Source: an optimization exercise on an open RTL-to-GDS flow (aim: small area, a short achievable clock period and few clock cycles per item). Production flows keep margins and buffers that such runs may drop. No run shown here included a check of the RTL's function; only the layout flow was run. No activity file was given, so power comes from the tool's default toggle rates.

===== flow/run.sh =====
#!/bin/bash
# synth_recipe.tcl (not shown) runs the flow's synth.tcl, then flattens the netlist and writes it again
# the make line also repeats each setting of config.mk as NAME=value (left out here)
make -C /OpenROAD-flow-scripts/flow DESIGN_CONFIG=/design/flow/config.mk WORK_HOME=/design/flow/orfs CLKGATE_MAP_FILE= SYNTH_SCRIPT=/design/flow/synth_recipe.tcl finish

===== flow/config.mk =====
export PLATFORM = sky130hd
export DESIGN_NAME = mips_rtype_core
export DESIGN_NICKNAME = mips_rtype_core
export VERILOG_FILES = /design/flow/design.v
export SDC_FILE = /design/flow/constraint.sdc
export NUM_CORES = 4
export LEC_CHECK = 0
export CAP_MARGIN = 20
export CORE_MARGIN = 2
export CORE_UTILIZATION = 50
export CTS_BUF_LIST = sky130_fd_sc_hd__clkbuf_4 sky130_fd_sc_hd__clkbuf_8
export CTS_CLUSTER_SIZE = 20
export SETUP_SLACK_MARGIN = 4.8
export SLEW_MARGIN = 20
export SYNTH_HIERARCHICAL = 1

===== flow/constraint.sdc =====
create_clock -name core_clock -period 8.0 [get_ports {clk}]
set_input_delay 1.6000 -clock core_clock [delete_from_list [all_inputs] [get_ports {clk}]]
set_output_delay 1.6000 -clock core_clock [all_outputs]
set_load 0.01 [all_outputs]

===== flow/design.v =====
`timescale 1ns / 1ps
module ALU_unit(ctrl_sig,in1,in2,result);
    input [10:0] ctrl_sig;
    input [31:0] in1;
    input [31:0] in2;
    output [31:0] result;
    wire sub   = ctrl_sig[0];
    wire s_add = ctrl_sig[1];
    wire s_lt  = ctrl_sig[2];
    wire s_ltu = ctrl_sig[3];
    wire s_sh  = ctrl_sig[4];
    wire left  = ctrl_sig[5];
    wire arith = ctrl_sig[6];
    wire [3:0] tt = ctrl_sig[10:7];
    wire [32:0] sum = {1'b0,in1} + {1'b0,in2 ^ {32{sub}}} + {32'b0,sub};
    wire ltu = !sum[32];
    wire eq = in1 == in2;
    wire lt = (in1[31] != in2[31]) ? in1[31] : (in1[31] ? (!ltu && !eq) : ltu);
    wire cmp = (s_lt && lt) || (s_ltu && ltu);
    wire [31:0] logic_r = ({32{tt[3]}} & in1 & in2) | ({32{tt[2]}} & in1 & ~in2) |
                          ({32{tt[1]}} & ~in1 & in2);
    wire [31:0] in1_rev;
    genvar i;
    generate
      for (i = 0; i < 32; i = i + 1) begin : rev_in
        assign in1_rev[i] = in1[31-i];
      end
    endgenerate
    wire [31:0] sh_in = left ? in1_rev : in1;
    wire fill = arith && in1[31];
    wire [63:0] sh_wide = {{32{fill}}, sh_in} >> in2[4:0];
    wire [31:0] sh_r = sh_wide[31:0];
    wire [31:0] sh_rev;
    generate
      for (i = 0; i < 32; i = i + 1) begin : rev_out
        assign sh_rev[i] = sh_r[31-i];
      end
    endgenerate
    wire [31:0] sh_out = left ? sh_rev : sh_r;
    assign result = ({32{s_add}} & sum[31:0]) | ({32{s_sh}} & sh_out) |
                    logic_r | {31'b0, cmp};
endmodule
`timescale 1ns / 1ps
module control_unit(load,f7nz,func,ctrl_sig);
    input load;
    input f7nz;
    input [2:0] func;
    output reg [10:0] ctrl_sig;
    always@(*)
      if (load)
        ctrl_sig = {4'b1110,7'b0000000};         
      else if (!f7nz)
        case (func)
          3'b000: ctrl_sig = {4'b0000,7'b0000010};   
          3'b001: ctrl_sig = {4'b0000,7'b0110000};   
          3'b010: ctrl_sig = {4'b0000,7'b0000101};   
          3'b011: ctrl_sig = {4'b0000,7'b0001001};   
          3'b100: ctrl_sig = {4'b0110,7'b0000000};   
          3'b101: ctrl_sig = {4'b0000,7'b0010000};   
          3'b110: ctrl_sig = {4'b1110,7'b0000000};   
          default: ctrl_sig = {4'b1000,7'b0000000};  
        endcase
      else if (func == 3'b000)
        ctrl_sig = {4'b0000,7'b0000011};             
      else
        ctrl_sig = {4'b0000,7'b1010000};             
endmodule
`timescale 1ns / 1ps
module rd_group(d0,s0,d1,s1,d2,s2,y_n);
input d0,s0,d1,s1,d2,s2;
output y_n;
assign y_n = ~((d0 & s0) | (d1 & s1) | (d2 & s2));
endmodule
module rd_port(regs,sel,x0,xs0,x1,xs1,data);
input [1023:0] regs;
input [31:0] sel;
input [31:0] x0;
input xs0;
input [31:0] x1;
input xs1;
output [31:0] data;
genvar j, g;
generate
  for (j = 0; j < 32; j = j + 1) begin : bit_
    wire [11:0] gn;
    for (g = 0; g < 10; g = g + 1) begin : grp
      rd_group G(regs[(3*g)*32+j],sel[3*g],regs[(3*g+1)*32+j],sel[3*g+1],
                 regs[(3*g+2)*32+j],sel[3*g+2],gn[g]);
    end
    rd_group G10(regs[30*32+j],sel[30],regs[31*32+j],sel[31],x0[j],xs0,gn[10]);
    assign gn[11] = ~(x1[j] & xs1);
    assign data[j] = ~&gn;
  end
endgenerate
endmodule
module reg_bank(clk,rs1_addr,rs2_addr,rd1_en,rd2_en,ld_en,ld_data,fw1_en,fw2_en,
                rs1_data,rs2_data,rd_addr,rd_data,rd_we);
input  clk;
input [4:0] rs1_addr;
input [4:0] rs2_addr;
input rd1_en;
input rd2_en;
input ld_en;
input [31:0] ld_data;
input fw1_en;
input fw2_en;
output [31:0] rs1_data;
output [31:0] rs2_data;
input [4:0] rd_addr;
input [31:0] rd_data;
input rd_we;
 reg [31:0] Reg[0:31];
 wire [1023:0] regs;
 wire [31:0] sel1;
 wire [31:0] sel2;
 genvar i;
 generate
   for (i = 0; i < 32; i = i + 1) begin : flat
     assign regs[i*32+31:i*32] = Reg[i];
     assign sel1[i] = rd1_en && rs1_addr == i;
     assign sel2[i] = rd2_en && rs2_addr == i;
   end
 endgenerate
 rd_port P1(regs,sel1,rd_data,fw1_en,ld_data,ld_en,rs1_data);
 rd_port P2(regs,sel2,rd_data,fw2_en,32'b0,1'b0,rs2_data);
 always@ (posedge clk)
   begin
     if (rd_we)
       Reg[rd_addr] <= rd_data;
   end
endmodule
`timescale 1ns / 1ps
module fetch_decode_unit(clk,rst,in_valid,in_load,in_instr,in_data,
                         f_valid,f_load,f_data,f_rs1,f_rs2,f_rd,f_func,f_f7nz);
    input clk;
    input rst;
    input in_valid;
    input in_load;
    input [31:0] in_instr;
    input [31:0] in_data;
    output reg f_valid;
    output reg f_load;
    output reg [31:0] f_data;
    output reg [4:0] f_rs1;
    output reg [4:0] f_rs2;
    output reg [4:0] f_rd;
    output reg [2:0] f_func;
    output reg f_f7nz;
    always@(posedge clk)
    begin
      if (rst)
        f_valid <= 1'b0;
      else
        f_valid <= in_valid;
      f_load <= in_load;
      f_data <= in_data;
      f_rs1 <= in_instr[19:15];
      f_rs2 <= in_instr[24:20];
      f_rd <= in_instr[11:7];
      f_func <= in_instr[14:12];
      f_f7nz <= |in_instr[31:25];
    end
endmodule
`timescale 1ns / 1ps
module mips_rtype_core(clk,rst,in_valid,in_ready,in_load,in_instr,in_data,
                       out_valid,out_rd,out_data);
    input clk;
    input rst;
    input in_valid;
    output in_ready;
    input in_load;
    input [31:0] in_instr;
    input [31:0] in_data;
    output out_valid;
    output [4:0] out_rd;
    output [31:0] out_data;
    wire f_valid;
    wire f_load;
    wire [31:0] f_data;
    wire [4:0] f_rs1;
    wire [4:0] f_rs2;
    wire [4:0] f_rd;
    wire [2:0] f_func;
    wire f_f7nz;
    fetch_decode_unit IF_ID(clk,rst,in_valid,in_load,in_instr,in_data,
                            f_valid,f_load,f_data,f_rs1,f_rs2,f_rd,f_func,f_f7nz);
    reg x_valid;
    reg [4:0] x_rd;
    wire [31:0] result;
    wire [31:0] r_op1;
    wire [31:0] r_op2;
    reg [31:0] x_op1;
    reg [31:0] x_op2;
    wire [10:0] ctrl_sig;
    reg [10:0] x_ctrl;
    reg w_valid;
    reg [4:0] w_rd;
    reg [31:0] w_data;
    wire m1x = x_valid && x_rd == f_rs1;
    wire m2x = x_valid && x_rd == f_rs2;
    wire m1w = w_valid && w_rd == f_rs1;
    wire m2w = w_valid && w_rd == f_rs2;
    wire use_d1 = f_load;
    wire use_w1 = !f_load && !m1x && m1w;
    wire use_r1 = !f_load && !m1x && !m1w;
    wire use_w2 = !f_load && !m2x && m2w;
    wire use_r2 = !f_load && !m2x && !m2w;
    reg_bank Register(clk,f_rs1,f_rs2,use_r1,use_r2,use_d1,f_data,use_w1,use_w2,
                      r_op1,r_op2,w_rd,w_data,w_valid);
    control_unit IC(f_load,f_f7nz,f_func,ctrl_sig);
    always@(posedge clk)
    begin
      if (rst)
        x_valid <= 1'b0;
      else
        x_valid <= f_valid;
      x_rd <= f_rd;
      x_ctrl <= ctrl_sig;
      x_op1 <= r_op1 | (result & {32{!f_load && m1x}});
      x_op2 <= r_op2 | (result & {32{!f_load && m2x}});
    end
    ALU_unit IE(x_ctrl,x_op1,x_op2,result);
    always@(posedge clk)
    begin
      if (rst)
        w_valid <= 1'b0;
      else
        w_valid <= x_valid;
      w_rd <= x_rd;
      w_data <= result;
    end
    assign in_ready = 1'b1;
    assign out_valid = w_valid;
    assign out_rd = w_rd;
    assign out_data = w_data;
endmodule

==> results of run 1 <==
## state kept, by name, indices dropped and copies added, names as in the netlist
signal	cells
x_rd	5
w_data	32
IF_ID.f_rs2	5
IF_ID.f_rd	5
w_valid	1
w_rd	5
IF_ID.f_f7nz	1
x_op1	32
IF_ID.f_func	3
x_valid	1
x_ctrl	10
IF_ID.f_data	32
IF_ID.f_load	1
x_op2	32
IF_ID.f_valid	1
Register.Reg	1024
IF_ID.f_rs1	5
## metal layers
metal  wire length, um  GRT usage (%)  vias up
li1                  -              -    16600
met3             41400           19.0      921
met5               155              0        -
met2            100000           64.2     4314
met4             18600           27.1       18
met1             77800           54.6    21400
## cell type report
| class | count | area (um^2) | share of cell area, % |
|---|---|---|---|
| diodes | 20 | 50.0 | 0.0768 |
| flip-flops and latches | 1195 | 34400 | 52.7 |
| well taps | 1368 | 1710 | 2.63 |
| multi-input cells | 2006 | 17800 | 27.4 |
| inverters | 16 | 60.1 | 0.0921 |
| repair buffers | 563 | 7090 | 10.9 |
| clock inverters | 45 | 437 | 0.670 |
| clock buffers | 302 | 3640 | 5.58 |
## worst max-delay path by stage
stage	from	end	slack (ns)	cells after the start
after global routing	x_rd[2]	x_op2[4]	4.17	13
after detailed placement	x_op2[0]	x_op2[24]	3.24	13
after floorplan	w_rd[3]	Register.Reg[28][0]	4.38	3
after CTS	x_ctrl[0]	x_op1[0]	4.51	13
after global placement	x_op2[0]	x_op2[24]	3.24	13
final	IF_ID.f_rs2[3]	x_op2[4]	4.16	12
## repair_timing
item	CTS	global route
buffers inserted	184	73
endpoints found under the setup margin	129	73
resized for setup	576	80
cloned	60	5
pin swaps	240	139
## metrics by stage
| stage | hold WS [ns] | power (mW) | cells |
|---|---|---|---|
| 2_1_floorplan | 0.310 | 8.70 | 3318 |
| 3_3_place_gp | 0.315 | 9.64 | 4826 |
| 3_5_place_dp | 0.312 | 9.69 | 4826 |
| 4_1_cts | 0.326 | 16.0 | 5417 |
| 5_1_grt | 0.333 | 16.6 | 5498 |
| 6_report | 0.322 | 16.3 | 5515 |
## power groups by stage
stage / sequential (mW) / clock [mW] / combinational, mW
finish: 7.48 / 5.57 / 3.24
global placement: 7.59 / 0 / 2.05
detailed placement: 7.59 / 0 / 2.09
floorplan: 7.70 / 0 / 1.00
CTS: 7.47 / 5.55 / 3.00
global route: 7.48 / 5.84 / 3.27
==> flow_summary.ini, run 1 <==
[min_path]
hold_path_depth = 0
hold_end = x_rd[3]
hold_class = reg2reg
hold_start = IF_ID.f_rd[3]

[outcome]
status = complete, no violations

[critical_path]
cp_top_family = simple AND/OR/NAND/NOR gates
rr_worst_depth = 12
required_ns = 8.77
path_class = reg2reg
end_kind = flip-flop
arrival_ns = 4.61
critical_path.max_stage_delay_ns = 0.66
start_kind = flip-flop
cp_max_fo = 8
path_buf_inv = 2
reg2reg_from = IF_ID.f_rs2[3]
path_cells = xor2_1 > nor4_1 > nand3_1 > nor3b_4 > nand4b_1 > buf_4 > nor2_4 > buf_12 > a222oi_1 > nand4_1 > a2111o_1 > a21o_1
r2r-end = x_op2[4]
slowest_stage = nand4_1
regToRegSetupSlack_ns = 4.16

[clocking]
hold_buffers = 0
root_buffer = clkbuf_8
numCtsBuffers = 191
cts_tree = yes
cts.clk_slew.worst_paths_ns = 0.06
cts.sinks = 1195
ctsLongestPathBuffers = 3
clock_latency_ns = 0.94
htree_levels = 4

[sta]
fmax_ghz = 0.260
slew_headroom_pct = 30.8
finalCriticalPeriod_ns = 3.84
drv_slew = 0
setup_ws_ns = 4.16
grt_setup_unrepaired = yes
timing.final.crit_share_pct = 48.0
worst_pin_slew_ns = 1.04
hold_violations = 0
finalClockSkew_ns = 0.0690
setup_violations = 0
setup_tns_ns = 0

[pwr]
p_int_mw = 11.6
ir_worst_vdd_uv = 182
p_seq_share_pct = 45.9
clkPwrFrac_pct = 34.2
pwr-share-comb_pct = 19.9
p_leak_nw = 22.7
power.switching_mw = 4.72
power.density_nw_per_um2 = 250
p_sw_share_pct = 29.0

[grt]
grt_pass1_wl_um = 318000
grt_usage_pct = 44.2
grt_pass1_vias = 40700
antenna_found_initial = 23
grt_max_degree = 48
overflow = 0

[final_layout]
fill_cells = 7375
area_growth_pct = 27.2
design_area_um2 = 65200
layout_common_cells = edfxtp_1 (1024), a222oi_1 (704), buf_4 (252), clkbuf_8 (219), nand4_1 (148)
drive_above_1_share_pct = 27.7
nets = 4073
final_common_cell = edfxtp_1
fin_util_pct = 64.1

[drt]
wl_per_cell_um = 43.2
vias = 43300
drc = 0
first_pass_iters = 15
antenna_left = 0
wl_um = 238000
viasPerCell = 7.84
drtIter0Drc = 10800

[die]
start_util_pct = 50.4
core_area_um2 = 102000
die_h_um = 324
die_w_um = 324
rows = 117
io-pin-count = 107
dieArea_um2 = 105000

[logic_synthesis]
syn-cell-area_um2 = 51200
synth.avg_cell_area_um2 = 15.6
synth_cells = 3282
ys_warn_count = 10

[job]
maxCapViolations = 0

[placement]
hpwl_um = 119000
portBuffers = 98
gp_congestion = 0.970
pre_cts_ws_ns = 3.24
placedInstanceArea_um2 = 55100
==> run 2: changes to the inputs <==
--- a/flow/design.v
+++ b/flow/design.v
@@ -66,33 +66,6 @@
         ctrl_sig = {4'b0000,7'b1010000};             
 endmodule
 `timescale 1ns / 1ps
-module rd_group(d0,s0,d1,s1,d2,s2,y_n);
-input d0,s0,d1,s1,d2,s2;
-output y_n;
-assign y_n = ~((d0 & s0) | (d1 & s1) | (d2 & s2));
-endmodule
-module rd_port(regs,sel,x0,xs0,x1,xs1,data);
-input [1023:0] regs;
-input [31:0] sel;
-input [31:0] x0;
-input xs0;
-input [31:0] x1;
-input xs1;
-output [31:0] data;
-genvar j, g;
-generate
-  for (j = 0; j < 32; j = j + 1) begin : bit_
-    wire [11:0] gn;
-    for (g = 0; g < 10; g = g + 1) begin : grp
-      rd_group G(regs[(3*g)*32+j],sel[3*g],regs[(3*g+1)*32+j],sel[3*g+1],
-                 regs[(3*g+2)*32+j],sel[3*g+2],gn[g]);
-    end
-    rd_group G10(regs[30*32+j],sel[30],regs[31*32+j],sel[31],x0[j],xs0,gn[10]);
-    assign gn[11] = ~(x1[j] & xs1);
-    assign data[j] = ~&gn;
-  end
-endgenerate
-endmodule
 module reg_bank(clk,rs1_addr,rs2_addr,rd1_en,rd2_en,ld_en,ld_data,fw1_en,fw2_en,
                 rs1_data,rs2_data,rd_addr,rd_data,rd_we);
 input  clk;
@@ -104,25 +77,23 @@
 input [31:0] ld_data;
 input fw1_en;
 input fw2_en;
-output [31:0] rs1_data;
-output [31:0] rs2_data;
+output reg [31:0] rs1_data;
+output reg [31:0] rs2_data;
 input [4:0] rd_addr;
 input [31:0] rd_data;
 input rd_we;
  reg [31:0] Reg[0:31];
- wire [1023:0] regs;
- wire [31:0] sel1;
- wire [31:0] sel2;
- genvar i;
- generate
-   for (i = 0; i < 32; i = i + 1) begin : flat
-     assign regs[i*32+31:i*32] = Reg[i];
-     assign sel1[i] = rd1_en && rs1_addr == i;
-     assign sel2[i] = rd2_en && rs2_addr == i;
+ integer k;
+ always@(*)
+   begin
+     rs1_data = ({32{ld_en}} & ld_data) | ({32{fw1_en}} & rd_data);
+     rs2_data = {32{fw2_en}} & rd_data;
+     for (k = 0; k < 32; k = k + 1)
+       begin
+         rs1_data = rs1_data | ({32{rd1_en && rs1_addr == k}} & Reg[k]);
+         rs2_data = rs2_data | ({32{rd2_en && rs2_addr == k}} & Reg[k]);
+       end
    end
- endgenerate
- rd_port P1(regs,sel1,rd_data,fw1_en,ld_data,ld_en,rs1_data);
- rd_port P2(regs,sel2,rd_data,fw2_en,32'b0,1'b0,rs2_data);
  always@ (posedge clk)
    begin
      if (rd_we)
@@ -186,7 +157,8 @@
                             f_valid,f_load,f_data,f_rs1,f_rs2,f_rd,f_func,f_f7nz);
     reg x_valid;
     reg [4:0] x_rd;
-    wire [31:0] result;
+    reg x_byp1;
+    reg x_byp2;
     wire [31:0] r_op1;
     wire [31:0] r_op2;
     reg [31:0] x_op1;
@@ -215,11 +187,16 @@
       else
         x_valid <= f_valid;
       x_rd <= f_rd;
+      x_byp1 <= !f_load && m1x;
+      x_byp2 <= !f_load && m2x;
       x_ctrl <= ctrl_sig;
-      x_op1 <= r_op1 | (result & {32{!f_load && m1x}});
-      x_op2 <= r_op2 | (result & {32{!f_load && m2x}});
+      x_op1 <= r_op1;
+      x_op2 <= r_op2;
     end
-    ALU_unit IE(x_ctrl,x_op1,x_op2,result);
+    wire [31:0] a = x_op1 | (w_data & {32{x_byp1}});
+    wire [31:0] b = x_op2 | (w_data & {32{x_byp2}});
+    wire [31:0] result;
+    ALU_unit IE(x_ctrl,a,b,result);
     always@(posedge clk)
     begin
       if (rst)
==> flow/config.mk (replaced) <==
export PLATFORM = sky130hd
export DESIGN_NAME = mips_rtype_core
export DESIGN_NICKNAME = mips_rtype_core
export VERILOG_FILES = /design/flow/design.v
export SDC_FILE = /design/flow/constraint.sdc
export NUM_CORES = 4
export LEC_CHECK = 0
export CAP_MARGIN = 20
export CORE_MARGIN = 2
export CORE_UTILIZATION = 40
export SLEW_MARGIN = 20
==> run 2 against run 1 <==
Effect of this change: still clean; sequential cell count grew 1; synthesized cell count rose by 16%; global-route usage shrank 7.0 points; sequential share of layout area up 2.4 points; critical path type unchanged.
==> flow_summary.ini, run 2 <==
[outcome]
status = complete, no violations

[clocking]
htree_levels = 4
cts.clk_slew.worst_paths_ns = 0.06
cts_resized = 0
post_cts_buffers = 0
hold_buffers = 0
numCtsBuffers = 130
cts.sinks = 1196
clock_latency_ns = 0.79
cts_tree = yes
ctsLongestPathBuffers = 3
root_buffer = clkbuf_16

[logic_synthesis]
synth_seq_cells = 1196
synth_top_flop_cell = edfxtp_1
synth_compound_area_share_pct = 20.8
synth.most_common_cell = edfxtp_1
synth.avg_cell_area_um2 = 14.1
synth_top_area_share_pct = 57.2
synth_mux_area_share_pct = 2.98
synth_edf_count = 1024
async_flop_share_pct = 0
synth_xor_area_share_pct = 1.68
yosysSeqAreaShare_pct = 63.6
syn-cell-area_um2 = 53700
synthTopCellsByCount = edfxtp_1 (1024), a22o_1 (371), a221oi_1 (332)
synth_top_family_by_area = compound AO/OA/AOI/OAI gates
synthSimpleGateAreaFrac_pct = 7.09
ys_types = 75
yosys.area.top_type = edfxtp_1
ys_warn_count = 4
synthAdderAreaFrac_pct = 0.759
synth_cells = 3810
synthTopCellsByArea = edfxtp_1 (57%), dfxtp_1 (6.4%), a22o_1 (6.0%)

[die]
rows = 134
core_area_um2 = 133000
start_util_pct = 40.3
io-pin-count = 107
dieArea_um2 = 137000
die_h_um = 371
die_w_um = 371

[placement]
gp_congestion = 1.01
portBuffers = 98
hpwl_um = 133000
dp_cells = 5543

[min_path]
hold_class = reg2reg
hold_path_depth = 0
hold_start = IF_ID.f_rd[3]
hold_end = x_rd[3]

[critical_path]
path_class = reg2reg
required_ns = 8.71
arrival_ns = 5.43
r2r-end = w_data[0]
start_kind = flip-flop
end_kind = flip-flop
regToRegSetupSlack_ns = 3.28
rr_worst_depth = 12
cp_max_fo = 24
reg2reg_from = x_byp2

[drt]
antenna_left = 0
viasPerCell = 7.78
drtIter0Drc = 10400
drc = 0
first_pass_iters = 9
vias = 45000
wl_per_cell_um = 45.3
wl_um = 262000

[final_layout]
final_common_cell = edfxtp_1
drive_above_1_share_pct = 14.9
nets = 4008
layout_common_cells = edfxtp_1 (1024), a22o_1 (371), a221oi_1 (332), a22oi_1 (303), buf_4 (168)
regMostFlops = Register.Reg
fin_util_pct = 46.5
area_growth_pct = 15.5
largest_reg_flops = 1024
stdcell_count = 5789

[grt]
overflow = 0
grt_usage_pct = 37.2
antenna_found_initial = 9
grt_max_degree = 53
grt_pass1_wl_um = 350000
grt_pass1_vias = 41800

[sta]
worst_pin_slew_ns = 1.27
setup_violations = 0
slew_headroom_pct = 15.2
finalClockSkew_ns = 0.0258
fmax_ghz = 0.212
hold_violations = 0
whs_ns = 0.327
finalCriticalPeriod_ns = 4.72
timing.final.crit_share_pct = 59.0
grt_setup_unrepaired = no
drv_slew = 0
setup_tns_ns = 0

[pwr]
ir_worst_vdd_uv = 197
p_seq_share_pct = 46.1
p_int_mw = 11.8
pwr-share-comb_pct = 14.8
p_leak_nw = 19.9
p_sw_share_pct = 27.5
power.switching_mw = 4.46
clkPwrFrac_pct = 39.1
power.density_nw_per_um2 = 262

[job]
maxCapViolations = 0
run 2: through the flow:
| stage | area [um^2] | setup WS (ns) | total power, mW |
|---|---|---|---|
| global route | 62100 | 3.34 | 16.5 |
| CTS | 62000 | 3.48 | 16.1 |
| global placement | 57600 | 3.52 | 9.87 |
| finish | 62100 | 3.28 | 16.2 |
| floorplan | 53700 | 4.20 | 8.83 |
| detailed placement | 57600 | 3.51 | 9.88 |
run 2: power by group through the flow:
| stage | logic, mW | clock network [mW] | registers (mW) |
|---|---|---|---|
| after floorplan | 0.989 | 0 | 7.84 |
| after global placement | 2.28 | 0 | 7.59 |
| after detailed placement | 2.29 | 0 | 7.59 |
| after CTS | 2.29 | 6.34 | 7.46 |
| after global routing | 2.49 | 6.56 | 7.48 |
| final | 2.41 | 6.35 | 7.48 |
run 2: routing by layer:
layer / share of wire (%) / wire length [um] / GRT usage, %
met5: 0.074 / 195 / 0
met4: 9.4 / 24700 / 26.1
met3: 18 / 46700 / 16.3
met2: 41 / 107000 / 52.9
met1: 32 / 84300 / 45.2
run 2: critical path: stages, from the launching register on:
cell and delay (ns):
dfxtp_2 0.68, buf_4 0.38, a21oi_1 0.23, xnor2_1 0.19, ha_1 0.44, and4_1 0.23, nor3b_1 0.50, a21oi_1 0.17
a211oi_1 0.47, o31ai_1 0.27, o31ai_1 0.77, nand3_1 0.15, o211ai_1 0.11
run 2: how the worst max path moves through the flow:
stage           start          to  cells past startpoint
2_1_floorplan  x_byp2  w_data[29]                     15
3_3_place_gp   x_byp2   w_data[0]                     12
3_5_place_dp   x_byp2   w_data[0]                     12
4_1_cts        x_byp2   w_data[0]                     12
5_1_grt        x_byp2   w_data[0]                     12
6_report       x_byp2   w_data[0]                     12
run 2: cells by family after synthesis:
family | after synthesis
buffers and inverters | 344
other | 1
multiplexers | 89
flip-flops | 1196
AND/OR/NAND/NOR | 642
AO/OA/AOI/OAI | 1403
XOR/XNOR | 103
adder cells (fa/ha/maj) | 32
run 2: area by class of cell:
type,instances,area [um^2]
sequential,1196,34200
timing repair buffer,267,2270
clock inverter,66,783
clock buffer,173,3670
multi-input combinational,2270,18800
inverter,43,161
fill,11800,71400
tap,1768,2210
antenna,6,15.0

-- what the ideal ports hide --
The flow's constraints put no driver on any port. The routed layouts listed below were extracted and timed again, unchanged, in two steps.
Step 1: set_driving_cell puts a clkbuf_16 on clk and a buf_2 on each other input, an assumption about the parent block.
Step 2 also shifts input and output timing later by t, the mid clock arrival at the registers, as if the neighbouring blocks saw the same clock.
Slacks: ideal / step 1 / step 2; pairs: ideal / step 1.
run | shift t [ns] | slack for setup (ns) | hold WS [ns] | worst register clock-pin slew, ns
run 1 | 0.964 | 4.159 / 4.159 / 4.159 | 0.322 / 0.322 / 0.322 | 0.07 / 0.07
run 2 | 0.851 | 3.278 / 3.278 / 3.278 | 0.327 / 0.327 / 0.327 | 0.07 / 0.07
After both steps setup and hold are still met in every run listed.
